What follows belongs to an exercise in optimizing a design on an open flow for a short achievable clock period and few clock cycles; a production flow would make more cautious choices. Only simulation tests tie the RTL to the original design; equivalence was not proved. Power figures rest on the tool's default switching activity, not on a simulated workload.

==> inputs of trial 67 <==
Design CPU, start of the top module:
module CPU(reset, clk, PC, Instruction, MemAddr, MemWData, MemRead, MemWrite, MemRData, v0, a0, sp, ra);
	input reset, clk;
	output [31:0] PC;
	input [31:0] Instruction;
	output [31:0] MemAddr, MemWData;
	output MemRead, MemWrite;
	input [31:0] MemRData;
	output [31:0] v0, a0, sp, ra;
	reg [31:0] pc;               
	reg [31:0] pc_out;           
	reg        d_valid;
	reg [4:0]  d_rs, d_rt;
	reg [31:0] d_rs_oh, d_rt_oh;   
	reg        d_byp_rs, d_byp_rt;  
	reg        d_hiwrong;        
	reg        d_regwrite;
	reg [4:0]  d_dest;
	reg        d_usesrs, d_usesrt, d_useimm;
	reg [31:0] d_imm;
	reg        d_memread, d_memwrite, d_beq, d_predtaken, d_jumpreg, d_link;
	reg [7:0]  d_ressel;
	reg        d_signed;
	reg [1:0]  d_shiftop;
	reg [4:0]  d_shamt;
	reg        d_li;             
	reg        d_dec;            
	reg [31:0] d_pc4, d_pred;
	reg        x_valid;
	reg        x_regwrite;
	reg [4:0]  x_dest;
	reg        x_memread, x_memwrite, x_beq, x_predtaken, x_jumpreg, x_link;
	reg [7:0]  x_ressel;
	reg        x_signed;
	reg [1:0]  x_shiftop;
  ...
clock: 14.0 ns
lec_check: 0
abc_clock_period_in_ps: 3500
cap_margin: 20
core_margin: 2
core_utilization: 40
slew_margin: 20
standard.sh (not shown) runs the stock make flow with config.mk's settings and CLKGATE_MAP_FILE= SYNTH_SCRIPT=/design/flow/synth_recipe.tcl, a recipe that flattens the netlist after the stock synthesis.
==> flow/flow/run.sh <==
#!/bin/bash
export SETUP_SLACK_MARGIN=9.8
export TNS_END_PERCENT=100
bash standard.sh > standard.log 2>&1
==> inputs of build 95, as changes to trial 67 <==
--- a/flow/design.v
+++ b/flow/design.v
@@ -111,14 +111,14 @@
 	wire r_alu = r_add | r_sub | r_and | r_or | r_xor | r_nor | r_slt | r_sltu | r_sll | r_srl | r_sra;
 	wire i_alu = i_addi | i_andi | i_slti | i_sltiu | i_lui | i_lw;
 	assign RegWrite = r_alu | r_jalr | i_alu | i_jal;
 	assign Dest = (r_alu | r_jalr) ? rd : i_alu ? rt : i_jal ? 5'd31 : 5'd0;
 	assign UsesRs = ~(op == 6'h02 | i_jal);
 	assign UsesRt = rtype | i_beq | i_sw;
-	assign UseImm = i_addi | i_andi | i_slti | i_sltiu | i_lui | i_lw | i_sw;
-	assign Imm = i_lui ? {imm, 16'h0000} : i_andi ? {16'h0000, imm} : {{16{imm[15]}}, imm};
+	assign UseImm = i_addi | i_andi | i_slti | i_sltiu | i_lui | i_lw | i_sw | i_jal | r_jalr;
+	assign Imm = (i_jal | r_jalr) ? 32'h00000000 : i_lui ? {imm, 16'h0000} : i_andi ? {16'h0000, imm} : {{16{imm[15]}}, imm};
 	assign MemRead = i_lw;
 	assign MemWrite = i_sw;
 	assign Beq = i_beq;
 	assign JumpReg = r_jr | r_jalr;
 	assign Link = r_jalr | i_jal;
 	assign ResSel = {r_sll | r_srl | r_sra,
@@ -178,14 +178,12 @@
 	output [31:0] v0, a0, sp, ra;
 	reg [31:0] pc;               
 	reg [31:0] pc_out;           
 	reg        d_valid;
 	reg [4:0]  d_rs, d_rt;
 	reg [31:0] d_rs_oh, d_rt_oh;   
-	reg        d_byp_rs, d_byp_rt;  
-	reg        d_hiwrong;        
 	reg        d_regwrite;
 	reg [4:0]  d_dest;
 	reg        d_usesrs, d_usesrt, d_useimm;
 	reg [31:0] d_imm;
 	reg        d_memread, d_memwrite, d_beq, d_predtaken, d_jumpreg, d_link;
 	reg [7:0]  d_ressel;
@@ -204,24 +202,25 @@
 	reg [1:0]  x_shiftop;
 	reg [4:0]  x_shamt;
 	reg [31:0] x_aval, x_bval, x_sval;
 	reg        x_fa, x_fb, x_fs;     
 	reg [31:0] x_pc4, x_btarget, x_pred;
 	reg        x_hiwrong;
+	reg        x_dec;
 	reg        m_rfwe;
 	reg        m_alu;            
 	reg [4:0]  m_dest;
 	reg        m_memread, m_memwrite;
 	reg [31:0] m_result, m_addr, m_sdata;
 	reg [31:0] lr;               
 	reg [31:1] z;                
 	reg [31:1] o;                
 	wire [31:0] m_wdata = m_alu ? m_result : MemRData;
 	wire [31:0] rf_rs, rf_rt;
 	RegisterFile myRF(reset, clk, m_rfwe, d_rs_oh, d_rt_oh, m_dest, m_wdata, rf_rs, rf_rt, v0, a0, sp, ra);
-	wire m_zero = m_alu ? (m_result == 32'd0) : (MemRData == 32'd0);
+	wire m_zero = m_alu & (m_result == 32'd0);
 	wire m_one  = m_alu & (m_result == 32'd1);
 	wire [31:0] xa = x_fa ? m_result : x_aval;
 	wire [31:0] xb = x_fb ? m_result : x_bval;
 	wire [31:0] xs = x_fs ? m_result : x_sval;
 	wire [31:0] x_result, x_addr;
 	ALU myALU(.A(xa), .B(xb), .Shamt(x_shamt), .ShiftOp(x_shiftop), .Signed(x_signed), .ResSel(x_ressel),
@@ -229,18 +228,35 @@
 	wire x_eq      = (xa == xs);
 	wire x_bmiss   = x_valid & x_beq & ((x_predtaken ^ x_eq) | (x_predtaken & x_hiwrong));
 	wire x_jrmiss  = x_valid & x_jumpreg & (xs != x_pred);
 	wire redirect  = x_bmiss | x_jrmiss;
 	wire [31:0] redirect_pc = x_beq ? (x_eq ? x_btarget : x_pc4) : xs;
 	wire x_wr = x_valid & x_regwrite;
+	wire d_byp_rs = m_rfwe & (m_dest == d_rs) & (d_rs != 5'd0);
+	wire d_byp_rt = m_rfwe & (m_dest == d_rt) & (d_rt != 5'd0);
 	wire [31:0] d_rsval = d_byp_rs ? m_wdata : rf_rs;
 	wire [31:0] d_rtval = d_byp_rt ? m_wdata : rf_rt;
 	wire d_fa = x_wr & (x_dest == d_rs) & (d_rs != 5'd0);
 	wire d_fb = x_wr & (x_dest == d_rt) & (d_rt != 5'd0);
 	wire stall = d_valid & x_valid & x_memread & (x_dest != 5'd0) &
 	             ((d_usesrs & (x_dest == d_rs)) | (d_usesrt & (x_dest == d_rt)));
+	reg [31:0] zok, lok;
+	integer r;
+	always @* begin
+		zok[0] = 1'b0; lok[0] = 1'b0;
+		for (r = 1; r < 32; r = r + 1) begin
+			zok[r] = z[r] & ~(x_wr & (x_dest == r)) & ~(m_rfwe & (m_dest == r));
+			lok[r] = o[r] & ~(m_rfwe & (m_dest == r)) & x_valid & x_dec & (x_dest == r);
+		end
+	end
+	wire d_zs = (d_rs == 5'd0) | (|(zok & d_rs_oh));
+	wire d_zt = (d_rt == 5'd0) | (|(zok & d_rt_oh));
+	wire d_ls = |(lok & d_rs_oh);
+	wire d_predz = d_valid & d_beq & ~d_predtaken & ((d_zs & d_zt) | ((d_rt == 5'd0) & d_ls));
+	wire d_redirect = d_predz & ~stall & ~redirect;
+	wire [31:0] d_btarget = d_pc4 + {d_imm[29:0], 2'b00};
 	wire [31:0] pc4 = pc + 32'd4;
 	wire [5:0] f_op = Instruction[31:26];
 	wire [4:0] f_rs = Instruction[25:21];
 	wire [4:0] f_rt = Instruction[20:16];
 	wire [15:0] f_immf = Instruction[15:0];
 	wire f_j    = f_op[1] & ~f_op[3] & ~f_op[5];                   
@@ -251,30 +267,21 @@
 	wire f_jalr = f_jreg & Instruction[0];
 	wire f_isbeq = f_op[2] & ~f_op[3];                             
 	wire f_addi = (f_op == 6'h08) | (f_op == 6'h09);
 	wire f_li   = (f_addi | (f_op == 6'h0f)) & (f_rs == 5'd0);
 	wire f_dec  = f_addi & (f_rs == f_rt) & (f_immf == 16'hFFFF);
 	wire d_wr = d_valid & d_regwrite;
-	reg [31:0] zok, lok, jl;
-	integer r;
-	always @* begin
-		zok[0] = 1'b1; lok[0] = 1'b0; jl[0] = 1'b0;
-		for (r = 1; r < 32; r = r + 1) begin
-			zok[r] = z[r] & ~(x_wr & (x_dest == r)) & ~(m_rfwe & (m_dest == r)) & ~(d_wr & (d_dest == r));
-			lok[r] = o[r] & ~(x_wr & (x_dest == r)) & ~(m_rfwe & (m_dest == r)) & d_valid & d_dec & (d_dest == r);
-			jl[r]  = d_valid & d_li & (d_dest == r);
-		end
-	end
-	wire f_beqt = f_isbeq & ((f_rs == f_rt) | (zok[f_rs] & zok[f_rt]) | ((f_rt == 5'd0) & lok[f_rs]));
-	wire f_jalr_li = f_jalr & jl[f_rs];
+	wire d_oneok = d_valid & d_dec & (d_dest != 5'd0) & o[d_dest] &
+	               ~(x_wr & (x_dest == d_dest)) & ~(m_rfwe & (m_dest == d_dest));
+	wire f_beqt = f_isbeq & ((f_rs == f_rt) | (d_oneok & (f_rt == 5'd0) & (f_rs == d_dest)));
+	wire f_jalr_li = f_jalr & d_valid & d_li & (d_dest == f_rs);
 	wire [8:0] f_blo = {1'b0, pc4[9:2]} + {1'b0, f_immf[7:0]};
 	wire [31:0] f_btarget = {pc4[31:10], f_blo[7:0], 2'b00};
-	wire f_hiwrong = f_blo[8] ? (f_immf[15:8] != 8'hFF) : (f_immf[15:8] != 8'h00);
 	wire [31:0] f_jtarget = {pc4[31:28], Instruction[25:0], 2'b00};
-	wire [31:0] f_other = f_j ? f_jtarget : f_jr ? lr : f_jalr_li ? d_imm : pc4;
-	wire [31:0] f_pred = f_beqt ? f_btarget : f_other;
+	wire [31:0] f_pred = pc4 ^ (({32{f_j}} & (f_jtarget ^ pc4)) | ({32{f_jr}} & (lr ^ pc4)) |
+	                            ({32{f_jalr_li}} & (d_imm ^ pc4)) | ({32{f_beqt}} & (f_btarget ^ pc4)));
 	wire [31:0] f_jpred = f_jr ? lr : f_jalr_li ? d_imm : pc4;
 	wire f_regwrite, f_usesrs, f_usesrt, f_useimm, f_memread, f_memwrite, f_beq, f_jumpreg, f_link;
 	wire [4:0] f_dest;
 	wire [31:0] f_imm;
 	wire [7:0] f_ressel;
 	wire f_signed;
@@ -292,12 +299,15 @@
 			d_valid <= 1'b0;
 			x_valid <= 1'b0;
 		end else begin
 			if (redirect) begin
 				pc <= redirect_pc;
 				d_valid <= 1'b0;
+			end else if (d_redirect) begin
+				pc <= d_btarget;
+				d_valid <= 1'b0;
 			end else if (!stall) begin
 				pc <= f_pred;
 				d_valid <= 1'b1;
 				if (f_jal | f_jalr) lr <= pc4;
 			end
 			x_valid <= d_valid & ~redirect & ~stall;
@@ -308,50 +318,45 @@
 		end
 	end
 	always @(posedge clk) begin
 		m_rfwe <= x_valid & x_regwrite;
 		m_memread <= x_valid & x_memread;
 		m_memwrite <= x_valid & x_memwrite;
-		pc_out <= reset ? 32'd0 : redirect ? redirect_pc : stall ? pc : f_pred;
+		pc_out <= reset ? 32'd0 : redirect ? redirect_pc : stall ? pc : d_redirect ? d_btarget : f_pred;
 	end
 	assign PC = pc_out;
 	always @(posedge clk) begin
-		if (!redirect && !stall) begin
+		if (!redirect && !stall && !d_redirect) begin
 			d_rs <= f_rs; d_rt <= f_rt;
 			d_rs_oh <= (32'd1 << f_rs) & ~32'd1;
 			d_rt_oh <= (32'd1 << f_rt) & ~32'd1;
-			d_byp_rs <= x_wr & (x_dest == f_rs) & (f_rs != 5'd0);
-			d_byp_rt <= x_wr & (x_dest == f_rt) & (f_rt != 5'd0);
-			d_hiwrong <= f_hiwrong;
 			d_regwrite <= f_regwrite; d_dest <= f_dest;
 			d_usesrs <= f_usesrs; d_usesrt <= f_usesrt;
 			d_useimm <= f_useimm; d_imm <= f_imm;
 			d_memread <= f_memread; d_memwrite <= f_memwrite;
 			d_beq <= f_beq; d_predtaken <= f_beqt;
 			d_jumpreg <= f_jumpreg; d_link <= f_link;
 			d_ressel <= f_ressel; d_signed <= f_signed; d_shiftop <= f_shiftop;
 			d_shamt <= Instruction[10:6];
 			d_li <= f_li; d_dec <= f_dec;
 			d_pc4 <= pc4; d_pred <= f_jpred;
-		end else begin
-			d_byp_rs <= x_wr & (x_dest == d_rs) & (d_rs != 5'd0);
-			d_byp_rt <= x_wr & (x_dest == d_rt) & (d_rt != 5'd0);
 		end
 		x_regwrite <= d_regwrite; x_dest <= d_dest;
 		x_memread <= d_memread; x_memwrite <= d_memwrite;
-		x_beq <= d_beq; x_predtaken <= d_predtaken;
+		x_beq <= d_beq; x_predtaken <= d_predtaken | d_predz;
 		x_jumpreg <= d_jumpreg; x_link <= d_link;
 		x_ressel <= d_ressel; x_signed <= d_signed; x_shiftop <= d_shiftop; x_shamt <= d_shamt;
 		x_aval <= d_link ? d_pc4 : d_rsval;
 		x_fa <= d_fa & ~d_link;
-		x_bval <= d_link ? 32'd0 : d_useimm ? d_imm : d_rtval;
-		x_fb <= d_fb & ~d_useimm & ~d_link;
+		x_bval <= d_useimm ? d_imm : d_rtval;
+		x_fb <= d_fb & ~d_useimm;
 		x_sval <= d_jumpreg ? d_rsval : d_rtval;
 		x_fs <= d_jumpreg ? d_fa : d_fb;
-		x_pc4 <= d_pc4; x_btarget <= d_pc4 + {d_imm[29:0], 2'b00}; x_pred <= d_pred;
-		x_hiwrong <= d_hiwrong;
+		x_pc4 <= d_pc4; x_btarget <= d_btarget; x_pred <= d_pred;
+		x_hiwrong <= d_predtaken & (d_btarget[31:10] != d_pc4[31:10]);
+		x_dec <= d_dec;
 		m_alu <= ~x_memread;
 		m_dest <= x_dest;
 		m_result <= x_result;
 		m_addr <= x_addr;
 		m_sdata <= xs;
 	end
CORE_UTILIZATION = 35   (was 40)
==> inputs of trial 37, as changes to trial 67 <==
--- a/flow/design.v
+++ b/flow/design.v
@@ -111,14 +111,14 @@
 	wire r_alu = r_add | r_sub | r_and | r_or | r_xor | r_nor | r_slt | r_sltu | r_sll | r_srl | r_sra;
 	wire i_alu = i_addi | i_andi | i_slti | i_sltiu | i_lui | i_lw;
 	assign RegWrite = r_alu | r_jalr | i_alu | i_jal;
 	assign Dest = (r_alu | r_jalr) ? rd : i_alu ? rt : i_jal ? 5'd31 : 5'd0;
 	assign UsesRs = ~(op == 6'h02 | i_jal);
 	assign UsesRt = rtype | i_beq | i_sw;
-	assign UseImm = i_addi | i_andi | i_slti | i_sltiu | i_lui | i_lw | i_sw;
-	assign Imm = i_lui ? {imm, 16'h0000} : i_andi ? {16'h0000, imm} : {{16{imm[15]}}, imm};
+	assign UseImm = i_addi | i_andi | i_slti | i_sltiu | i_lui | i_lw | i_sw | i_jal | r_jalr;
+	assign Imm = (i_jal | r_jalr) ? 32'h00000000 : i_lui ? {imm, 16'h0000} : i_andi ? {16'h0000, imm} : {{16{imm[15]}}, imm};
 	assign MemRead = i_lw;
 	assign MemWrite = i_sw;
 	assign Beq = i_beq;
 	assign JumpReg = r_jr | r_jalr;
 	assign Link = r_jalr | i_jal;
 	assign ResSel = {r_sll | r_srl | r_sra,
@@ -178,14 +178,12 @@
 	output [31:0] v0, a0, sp, ra;
 	reg [31:0] pc;               
 	reg [31:0] pc_out;           
 	reg        d_valid;
 	reg [4:0]  d_rs, d_rt;
 	reg [31:0] d_rs_oh, d_rt_oh;   
-	reg        d_byp_rs, d_byp_rt;  
-	reg        d_hiwrong;        
 	reg        d_regwrite;
 	reg [4:0]  d_dest;
 	reg        d_usesrs, d_usesrt, d_useimm;
 	reg [31:0] d_imm;
 	reg        d_memread, d_memwrite, d_beq, d_predtaken, d_jumpreg, d_link;
 	reg [7:0]  d_ressel;
@@ -204,24 +202,25 @@
 	reg [1:0]  x_shiftop;
 	reg [4:0]  x_shamt;
 	reg [31:0] x_aval, x_bval, x_sval;
 	reg        x_fa, x_fb, x_fs;     
 	reg [31:0] x_pc4, x_btarget, x_pred;
 	reg        x_hiwrong;
+	reg        x_dec;
 	reg        m_rfwe;
 	reg        m_alu;            
 	reg [4:0]  m_dest;
 	reg        m_memread, m_memwrite;
 	reg [31:0] m_result, m_addr, m_sdata;
 	reg [31:0] lr;               
 	reg [31:1] z;                
 	reg [31:1] o;                
 	wire [31:0] m_wdata = m_alu ? m_result : MemRData;
 	wire [31:0] rf_rs, rf_rt;
 	RegisterFile myRF(reset, clk, m_rfwe, d_rs_oh, d_rt_oh, m_dest, m_wdata, rf_rs, rf_rt, v0, a0, sp, ra);
-	wire m_zero = m_alu ? (m_result == 32'd0) : (MemRData == 32'd0);
+	wire m_zero = m_alu & (m_result == 32'd0);
 	wire m_one  = m_alu & (m_result == 32'd1);
 	wire [31:0] xa = x_fa ? m_result : x_aval;
 	wire [31:0] xb = x_fb ? m_result : x_bval;
 	wire [31:0] xs = x_fs ? m_result : x_sval;
 	wire [31:0] x_result, x_addr;
 	ALU myALU(.A(xa), .B(xb), .Shamt(x_shamt), .ShiftOp(x_shiftop), .Signed(x_signed), .ResSel(x_ressel),
@@ -229,18 +228,35 @@
 	wire x_eq      = (xa == xs);
 	wire x_bmiss   = x_valid & x_beq & ((x_predtaken ^ x_eq) | (x_predtaken & x_hiwrong));
 	wire x_jrmiss  = x_valid & x_jumpreg & (xs != x_pred);
 	wire redirect  = x_bmiss | x_jrmiss;
 	wire [31:0] redirect_pc = x_beq ? (x_eq ? x_btarget : x_pc4) : xs;
 	wire x_wr = x_valid & x_regwrite;
+	wire d_byp_rs = m_rfwe & (m_dest == d_rs) & (d_rs != 5'd0);
+	wire d_byp_rt = m_rfwe & (m_dest == d_rt) & (d_rt != 5'd0);
 	wire [31:0] d_rsval = d_byp_rs ? m_wdata : rf_rs;
 	wire [31:0] d_rtval = d_byp_rt ? m_wdata : rf_rt;
 	wire d_fa = x_wr & (x_dest == d_rs) & (d_rs != 5'd0);
 	wire d_fb = x_wr & (x_dest == d_rt) & (d_rt != 5'd0);
 	wire stall = d_valid & x_valid & x_memread & (x_dest != 5'd0) &
 	             ((d_usesrs & (x_dest == d_rs)) | (d_usesrt & (x_dest == d_rt)));
+	reg [31:0] zok, lok;
+	integer r;
+	always @* begin
+		zok[0] = 1'b0; lok[0] = 1'b0;
+		for (r = 1; r < 32; r = r + 1) begin
+			zok[r] = z[r] & ~(x_wr & (x_dest == r)) & ~(m_rfwe & (m_dest == r));
+			lok[r] = o[r] & ~(m_rfwe & (m_dest == r)) & x_valid & x_dec & (x_dest == r);
+		end
+	end
+	wire d_zs = (d_rs == 5'd0) | (|(zok & d_rs_oh));
+	wire d_zt = (d_rt == 5'd0) | (|(zok & d_rt_oh));
+	wire d_ls = |(lok & d_rs_oh);
+	wire d_predz = d_valid & d_beq & ~d_predtaken & ((d_zs & d_zt) | ((d_rt == 5'd0) & d_ls));
+	wire d_redirect = d_predz & ~stall & ~redirect;
+	wire [31:0] d_btarget = d_pc4 + {d_imm[29:0], 2'b00};
 	wire [31:0] pc4 = pc + 32'd4;
 	wire [5:0] f_op = Instruction[31:26];
 	wire [4:0] f_rs = Instruction[25:21];
 	wire [4:0] f_rt = Instruction[20:16];
 	wire [15:0] f_immf = Instruction[15:0];
 	wire f_j    = f_op[1] & ~f_op[3] & ~f_op[5];                   
@@ -251,30 +267,21 @@
 	wire f_jalr = f_jreg & Instruction[0];
 	wire f_isbeq = f_op[2] & ~f_op[3];                             
 	wire f_addi = (f_op == 6'h08) | (f_op == 6'h09);
 	wire f_li   = (f_addi | (f_op == 6'h0f)) & (f_rs == 5'd0);
 	wire f_dec  = f_addi & (f_rs == f_rt) & (f_immf == 16'hFFFF);
 	wire d_wr = d_valid & d_regwrite;
-	reg [31:0] zok, lok, jl;
-	integer r;
-	always @* begin
-		zok[0] = 1'b1; lok[0] = 1'b0; jl[0] = 1'b0;
-		for (r = 1; r < 32; r = r + 1) begin
-			zok[r] = z[r] & ~(x_wr & (x_dest == r)) & ~(m_rfwe & (m_dest == r)) & ~(d_wr & (d_dest == r));
-			lok[r] = o[r] & ~(x_wr & (x_dest == r)) & ~(m_rfwe & (m_dest == r)) & d_valid & d_dec & (d_dest == r);
-			jl[r]  = d_valid & d_li & (d_dest == r);
-		end
-	end
-	wire f_beqt = f_isbeq & ((f_rs == f_rt) | (zok[f_rs] & zok[f_rt]) | ((f_rt == 5'd0) & lok[f_rs]));
-	wire f_jalr_li = f_jalr & jl[f_rs];
+	wire d_oneok = d_valid & d_dec & (d_dest != 5'd0) & o[d_dest] &
+	               ~(x_wr & (x_dest == d_dest)) & ~(m_rfwe & (m_dest == d_dest));
+	wire f_beqt = f_isbeq & ((f_rs == f_rt) | (d_oneok & (f_rt == 5'd0) & (f_rs == d_dest)));
+	wire f_jalr_li = f_jalr & d_valid & d_li & (d_dest == f_rs);
 	wire [8:0] f_blo = {1'b0, pc4[9:2]} + {1'b0, f_immf[7:0]};
 	wire [31:0] f_btarget = {pc4[31:10], f_blo[7:0], 2'b00};
-	wire f_hiwrong = f_blo[8] ? (f_immf[15:8] != 8'hFF) : (f_immf[15:8] != 8'h00);
 	wire [31:0] f_jtarget = {pc4[31:28], Instruction[25:0], 2'b00};
-	wire [31:0] f_other = f_j ? f_jtarget : f_jr ? lr : f_jalr_li ? d_imm : pc4;
-	wire [31:0] f_pred = f_beqt ? f_btarget : f_other;
+	wire [31:0] f_pred = pc4 ^ (({32{f_j}} & (f_jtarget ^ pc4)) | ({32{f_jr}} & (lr ^ pc4)) |
+	                            ({32{f_jalr_li}} & (d_imm ^ pc4)) | ({32{f_beqt}} & (f_btarget ^ pc4)));
 	wire [31:0] f_jpred = f_jr ? lr : f_jalr_li ? d_imm : pc4;
 	wire f_regwrite, f_usesrs, f_usesrt, f_useimm, f_memread, f_memwrite, f_beq, f_jumpreg, f_link;
 	wire [4:0] f_dest;
 	wire [31:0] f_imm;
 	wire [7:0] f_ressel;
 	wire f_signed;
@@ -292,12 +299,15 @@
 			d_valid <= 1'b0;
 			x_valid <= 1'b0;
 		end else begin
 			if (redirect) begin
 				pc <= redirect_pc;
 				d_valid <= 1'b0;
+			end else if (d_redirect) begin
+				pc <= d_btarget;
+				d_valid <= 1'b0;
 			end else if (!stall) begin
 				pc <= f_pred;
 				d_valid <= 1'b1;
 				if (f_jal | f_jalr) lr <= pc4;
 			end
 			x_valid <= d_valid & ~redirect & ~stall;
@@ -308,50 +318,45 @@
 		end
 	end
 	always @(posedge clk) begin
 		m_rfwe <= x_valid & x_regwrite;
 		m_memread <= x_valid & x_memread;
 		m_memwrite <= x_valid & x_memwrite;
-		pc_out <= reset ? 32'd0 : redirect ? redirect_pc : stall ? pc : f_pred;
+		pc_out <= reset ? 32'd0 : redirect ? redirect_pc : stall ? pc : d_redirect ? d_btarget : f_pred;
 	end
 	assign PC = pc_out;
 	always @(posedge clk) begin
-		if (!redirect && !stall) begin
+		if (!redirect && !stall && !d_redirect) begin
 			d_rs <= f_rs; d_rt <= f_rt;
 			d_rs_oh <= (32'd1 << f_rs) & ~32'd1;
 			d_rt_oh <= (32'd1 << f_rt) & ~32'd1;
-			d_byp_rs <= x_wr & (x_dest == f_rs) & (f_rs != 5'd0);
-			d_byp_rt <= x_wr & (x_dest == f_rt) & (f_rt != 5'd0);
-			d_hiwrong <= f_hiwrong;
 			d_regwrite <= f_regwrite; d_dest <= f_dest;
 			d_usesrs <= f_usesrs; d_usesrt <= f_usesrt;
 			d_useimm <= f_useimm; d_imm <= f_imm;
 			d_memread <= f_memread; d_memwrite <= f_memwrite;
 			d_beq <= f_beq; d_predtaken <= f_beqt;
 			d_jumpreg <= f_jumpreg; d_link <= f_link;
 			d_ressel <= f_ressel; d_signed <= f_signed; d_shiftop <= f_shiftop;
 			d_shamt <= Instruction[10:6];
 			d_li <= f_li; d_dec <= f_dec;
 			d_pc4 <= pc4; d_pred <= f_jpred;
-		end else begin
-			d_byp_rs <= x_wr & (x_dest == d_rs) & (d_rs != 5'd0);
-			d_byp_rt <= x_wr & (x_dest == d_rt) & (d_rt != 5'd0);
 		end
 		x_regwrite <= d_regwrite; x_dest <= d_dest;
 		x_memread <= d_memread; x_memwrite <= d_memwrite;
-		x_beq <= d_beq; x_predtaken <= d_predtaken;
+		x_beq <= d_beq; x_predtaken <= d_predtaken | d_predz;
 		x_jumpreg <= d_jumpreg; x_link <= d_link;
 		x_ressel <= d_ressel; x_signed <= d_signed; x_shiftop <= d_shiftop; x_shamt <= d_shamt;
 		x_aval <= d_link ? d_pc4 : d_rsval;
 		x_fa <= d_fa & ~d_link;
-		x_bval <= d_link ? 32'd0 : d_useimm ? d_imm : d_rtval;
-		x_fb <= d_fb & ~d_useimm & ~d_link;
+		x_bval <= d_useimm ? d_imm : d_rtval;
+		x_fb <= d_fb & ~d_useimm;
 		x_sval <= d_jumpreg ? d_rsval : d_rtval;
 		x_fs <= d_jumpreg ? d_fa : d_fb;
-		x_pc4 <= d_pc4; x_btarget <= d_pc4 + {d_imm[29:0], 2'b00}; x_pred <= d_pred;
-		x_hiwrong <= d_hiwrong;
+		x_pc4 <= d_pc4; x_btarget <= d_btarget; x_pred <= d_pred;
+		x_hiwrong <= d_predtaken & (d_btarget[31:10] != d_pc4[31:10]);
+		x_dec <= d_dec;
 		m_alu <= ~x_memread;
 		m_dest <= x_dest;
 		m_result <= x_result;
 		m_addr <= x_addr;
 		m_sdata <= xs;
 	end
==> impl_results.html <==
<table>
<tr><th>Metric</th><th>Value</th></tr>
<tr><th colspan="2">Status</th></tr>
<tr><td>Outcome</td><td>finished clean</td></tr>
<tr><th colspan="2">Setup path</th></tr>
<tr><td>CP Cell Sequence</td><td>buf_8 &gt; buf_12 &gt; buf_12 &gt; buf_12 &gt; and4b_2 &gt; nand3_2 &gt; nor2_1 &gt; or4_4 &gt; a31oi_4 &gt; buf_6 &gt; nand3_4 &gt; clkbuf_16 &gt; a21oi_2 &gt; o311ai_4 &gt; o41ai_1</td></tr>
<tr><td>Data arrival time at the worst-slack endpoint</td><td>5.58 ns</td></tr>
<tr><th colspan="2">Power and ir drop</th></tr>
<tr><td>Power Dens Cells</td><td>183 mW/mm^2</td></tr>
<tr><td>Internal power</td><td>12.1 mW</td></tr>
<tr><td>P_sw</td><td>7.03 mW</td></tr>
<tr><th colspan="2">Floorplanning</th></tr>
<tr><td>Effective utilization at floorplan</td><td>0.402</td></tr>
<tr><td>Overall die area</td><td>0.219 mm^2</td></tr>
<tr><th colspan="2">Global route</th></tr>
<tr><td>Global-route wire length before repair</td><td>584 mm</td></tr>
<tr><th colspan="2">Layout</th></tr>
<tr><td>Most frequent cells in the layout</td><td>1194 x sky130_fd_sc_hd__edfxtp_1, 423 x sky130_fd_sc_hd__nor2_1, 422 x sky130_fd_sc_hd__dfxtp_1, 347 x sky130_fd_sc_hd__a221oi_1, 343 x sky130_fd_sc_hd__a22oi_1</td></tr>
<tr><th colspan="2">Synth</th></tr>
<tr><td>Post-synthesis xor/xnor area fraction</td><td>0.0219</td></tr>
</table>
The numbers above come from trial 67.

==> impl_results.html <==
<table>
<tr><th>Metric</th><th>Value</th></tr>
<tr><th colspan="2">Floorplanning</th></tr>
<tr><td>Effective utilization at floorplan</td><td>0.352</td></tr>
<tr><td>Overall die area</td><td>roughly 0.25 mm^2</td></tr>
<tr><th colspan="2">Status</th></tr>
<tr><td>Outcome</td><td>finished clean</td></tr>
<tr><th colspan="2">Setup path</th></tr>
<tr><td>Data arrival time at the worst-slack endpoint</td><td>5.64 ns</td></tr>
<tr><th colspan="2">Synth</th></tr>
<tr><td>Post-synthesis xor/xnor area fraction</td><td>0.0274</td></tr>
<tr><th colspan="2">Layout</th></tr>
<tr><td>Most frequent cells in the layout</td><td>1193 x sky130_fd_sc_hd__edfxtp_1, 645 x sky130_fd_sc_hd__a22oi_1, 423 x sky130_fd_sc_hd__nand2_1, 405 x sky130_fd_sc_hd__dfxtp_1, 327 x sky130_fd_sc_hd__nor2_1</td></tr>
<tr><th colspan="2">Global route</th></tr>
<tr><td>Global-route wire length before repair</td><td>603 mm</td></tr>
</table>
The numbers above come from build 95.

==> impl_results.html <==
<table>
<tr><th>Metric</th><th>Value</th></tr>
<tr><th colspan="2">Power and ir drop</th></tr>
<tr><td>Power Dens Cells</td><td>207 mW/mm^2</td></tr>
<tr><td>Internal power</td><td>12.6 mW</td></tr>
<tr><th colspan="2">Status</th></tr>
<tr><td>Outcome</td><td>finished clean</td></tr>
<tr><th colspan="2">Floorplanning</th></tr>
<tr><td>Overall die area</td><td>0.220 mm^2</td></tr>
<tr><th colspan="2">Layout</th></tr>
<tr><td>Most frequent cells in the layout</td><td>1193 x sky130_fd_sc_hd__edfxtp_1, 643 x sky130_fd_sc_hd__a22oi_1, 422 x sky130_fd_sc_hd__nand2_1, 409 x sky130_fd_sc_hd__dfxtp_1, 327 x sky130_fd_sc_hd__nor2_1</td></tr>
<tr><th colspan="2">Synth</th></tr>
<tr><td>Post-synthesis xor/xnor area fraction</td><td>0.0274</td></tr>
</table>
The numbers above come from trial 37.

Testbench counts of trial 67, summed over its fixed seeds: cycles 120,502.
Testbench counts of build 95, summed over its fixed seeds: cycles 120,856.
Testbench counts of trial 37, summed over its fixed seeds: cycles 120,856.

==> port drivers added, routing unchanged <==
The results above use ideal ports. As a check the final layouts listed here were re-extracted and re-timed, cells and wires unchanged.
Step 1, drivers: a clkbuf_16 drives clk and a buf_2 each remaining input, both assumed.
Step 2 also shifts input and output timing later by t, the mid clock arrival at the registers, as if the neighbouring blocks saw the same clock.
Three values: ideal, step 1, step 2; two values: the first two.
run | shift t [ns] | slack for setup (ns) | worst register clock-pin slew, ns | worst slew at a driven data input, ns
trial 67 | 0.963 | 9.164 / 9.165 / 8.202 | 0.07 / 0.07 | 0.15
build 95 | 0.998 | 9.172 / 9.172 / 8.493 | 0.07 / 0.07 | 0.07
trial 37 | 0.962 | 9.392 / 9.392 / 8.608 | 0.07 / 0.07 | 0.07
After both steps every run listed still meets setup and hold. For trial 67, which loses most, drivers alone change the setup slack by +0.001 ns; drivers and shift together by -0.962 ns.
